Source: an optimization exercise on an open RTL-to-GDS flow (aim: small area, a short achievable clock period and few clock cycles per item). Production flows keep margins and buffers that such runs may drop.
Only simulation tests tie the RTL to the original design; equivalence was not proved.

## v35
Design admm_check_node, start of the top module:
module admm_check_node (
	input clk,
	input reset,
	input ready_in,
	input valid_in,
	input [7:0] tag_in,
	input [54:0] messages_in,
	input [54:0] duals_in,
	output busy,
	output ready_out,
	output valid_out,
	output [7:0] tag_out,
	output checkNotSatisfied,
	output [54:0] messages_out,
	output [54:0] duals_out
);
Size in the first run: about 8100 cells after synthesis, roughly 240 I/O pins, roughly 0.073 mm² of cells after synthesis.
clock: 10.0 ns
lec_check: 0
abc_area: 1
cap_margin: 10
core_margin: 2
core_utilization: 60
setup_slack_margin: 4.7
slew_margin: 10
run.sh (not shown) runs the stock make flow with config.mk's settings and CLKGATE_MAP_FILE= SYNTH_SCRIPT=/design/flow/synth_recipe.tcl, a recipe that flattens the netlist after the stock synthesis.
Every stage of the flow completed for v35, and the final layout passed the timing, DRC and antenna checks.
Testbench counts of v35, summed over its fixed seeds: cycles 4,848, items 4,800.
The following lists how v52 was set up differently from v35:
# v35
export LEC_CHECK = 0
export ABC_AREA = 1
export CAP_MARGIN = 10
export CORE_MARGIN = 2
export CORE_UTILIZATION = 60
export SETUP_SLACK_MARGIN = 4.7
export SLEW_MARGIN = 10
create_clock -name core_clock -period 10.0 [get_ports {clk}]
# v52
export LEC_CHECK = 0
export ABC_AREA = 1
export CAP_MARGIN = 20
export CORE_MARGIN = 2
export CORE_UTILIZATION = 60
export SETUP_SLACK_MARGIN = 5.0
export SLEW_MARGIN = 20
export TNS_END_PERCENT = 20
create_clock -name core_clock -period 10.0 [get_ports {clk}]
==> run summary <==
Relative to v35, total stage count of the critical path has decreased by 7 in v52. Compared with v35, v52 supports a higher clock frequency. There was hardly any difference in proportion of cell area spent on the clock network between v35 and v52. Going from v35 to v52, final setup slack of the worst path saw an increase; non-filler instance count after layout now larger; number of CTS-inserted buffers rose by 4. The maximum fanout along the worst path in v52 was higher than what v35 gave. In v52, the peak per-stage delay on the critical path came out 0.20 ns above the value in v35. v52 | status: complete | timing, DRC, antenna: pass.
For v10, these inputs were changed with respect to v52:
# v52
export LEC_CHECK = 0
export ABC_AREA = 1
export CAP_MARGIN = 20
export CORE_MARGIN = 2
export CORE_UTILIZATION = 60
export SETUP_SLACK_MARGIN = 5.0
export SLEW_MARGIN = 20
export TNS_END_PERCENT = 20
create_clock -name core_clock -period 10.0 [get_ports {clk}]
# v10
export LEC_CHECK = 0
export ABC_AREA = 1
export CAP_MARGIN = 20
export CORE_MARGIN = 2
export CORE_UTILIZATION = 70
export SETUP_SLACK_MARGIN = 4.7
export SLEW_MARGIN = 20
create_clock -name core_clock -period 10.0 [get_ports {clk}]
From v52 to v10 the numbers moved as follows: final standard cell utilization of the core increased 11 points, register-to-register path setup slack now smaller.
In the metrics for v52 and v10, the one carrying the higher instance count on the critical path is v10.
[inputs] v46 vs v10
# v10
export LEC_CHECK = 0
export ABC_AREA = 1
export CAP_MARGIN = 20
export CORE_MARGIN = 2
export CORE_UTILIZATION = 70
export SETUP_SLACK_MARGIN = 4.7
export SLEW_MARGIN = 20
create_clock -name core_clock -period 10.0 [get_ports {clk}]
# v46
export LEC_CHECK = 0
export ABC_AREA = 1
export CAP_MARGIN = 20
export CORE_MARGIN = 2
export CORE_UTILIZATION = 60
export CTS_BUF_LIST = sky130_fd_sc_hd__clkbuf_4 sky130_fd_sc_hd__clkbuf_8
export SETUP_SLACK_MARGIN = 4.7
export SLEW_MARGIN = 20
create_clock -name core_clock -period 10.0 [get_ports {clk}]
==> comparison <==
- v46: full flow OK, the timing, DRC and antenna checks passed
- Compared with v10, v46 instantiates a larger number of standard cells.
- Shortest period the worst path allows, v46 and v10: smaller value in v46
- v10 -> v46: sequential share of layout area flat
- v46 against v10: part of the cycle the worst path needs went down; count of antenna diodes in the layout went down.
- v46 against v10: number of multi-input combinational cells closely matched the old numbers; synthesis-to-finish area growth decreased by 0.44 points relative to the old numbers.


admm_check_node, a different RTL version from the one above (not shown whole).
For scale: about 870 flip-flops, roughly 73,000 um^2 of cells after synthesis.
export LEC_CHECK = 0
export ABC_AREA = 1
export CAP_MARGIN = 20
export CORE_MARGIN = 2
export CORE_UTILIZATION = 60
export SETUP_SLACK_MARGIN = 4.5
export SLEW_MARGIN = 20
create_clock -name core_clock -period 10.0 [get_ports {clk}]
Testbench counts at the start, summed over its fixed seeds: cycles 4,848, items 4,800.
Edit:
SETUP_SLACK_MARGIN = 5.0   (was 4.5)
- cell area grows by a few percent
- count of clock-buffer cells in the layout stays the same
- maximum frequency grows by a few percent
- flip-flop and latch count stays the same
- routed wire length grows by a few percent
- cell count grows by a few percent

## re-timing with driven ports
The results above use ideal ports. As a check the final layouts listed here were re-extracted and re-timed, cells and wires unchanged. Step 1 sets driving cells, clkbuf_16 on the clock port and buf_2 on the other inputs (assumed; they add their load-dependent delay and slew). Step 2 times the ports against the registers' clock, not the clock port: input delays grow and output delays shrink by t, the midpoint of the rising clock arrivals with the driver on. a / b / c = ideal ports / drivers / drivers and shift; a / b = the first two.
run	t, ns	slack for setup (ns)	hold slack, ns	worst setup path at the end	worst register clock-pin slew, ns
v35	0.791	4.809 / 4.809 / 4.186	0.407 / 0.407 / 0.407	input to register	0.07 / 0.07
v52	0.778	4.857 / 4.857 / 4.235	0.388 / 0.388 / 0.388	input to register	0.07 / 0.07
v10	0.764	4.677 / 4.677 / 4.113	0.417 / 0.417 / 0.417	input to register	0.07 / 0.07
v46	0.941	4.759 / 4.759 / 4.029	0.400 / 0.400 / 0.400	input to register	0.07 / 0.07
the first run of note 2	0.763	4.433 / 4.433 / 4.038	0.410 / 0.410 / 0.410	input to register	0.07 / 0.07
the second run of note 2	0.781	4.694 / 4.694 / 4.434	0.386 / 0.386 / 0.386	input to register	0.07 / 0.07
After both steps every run listed still meets setup and hold. The setup slack of v46, which loses most, moves by 0.000 ns with the drivers and by -0.730 ns with both steps.
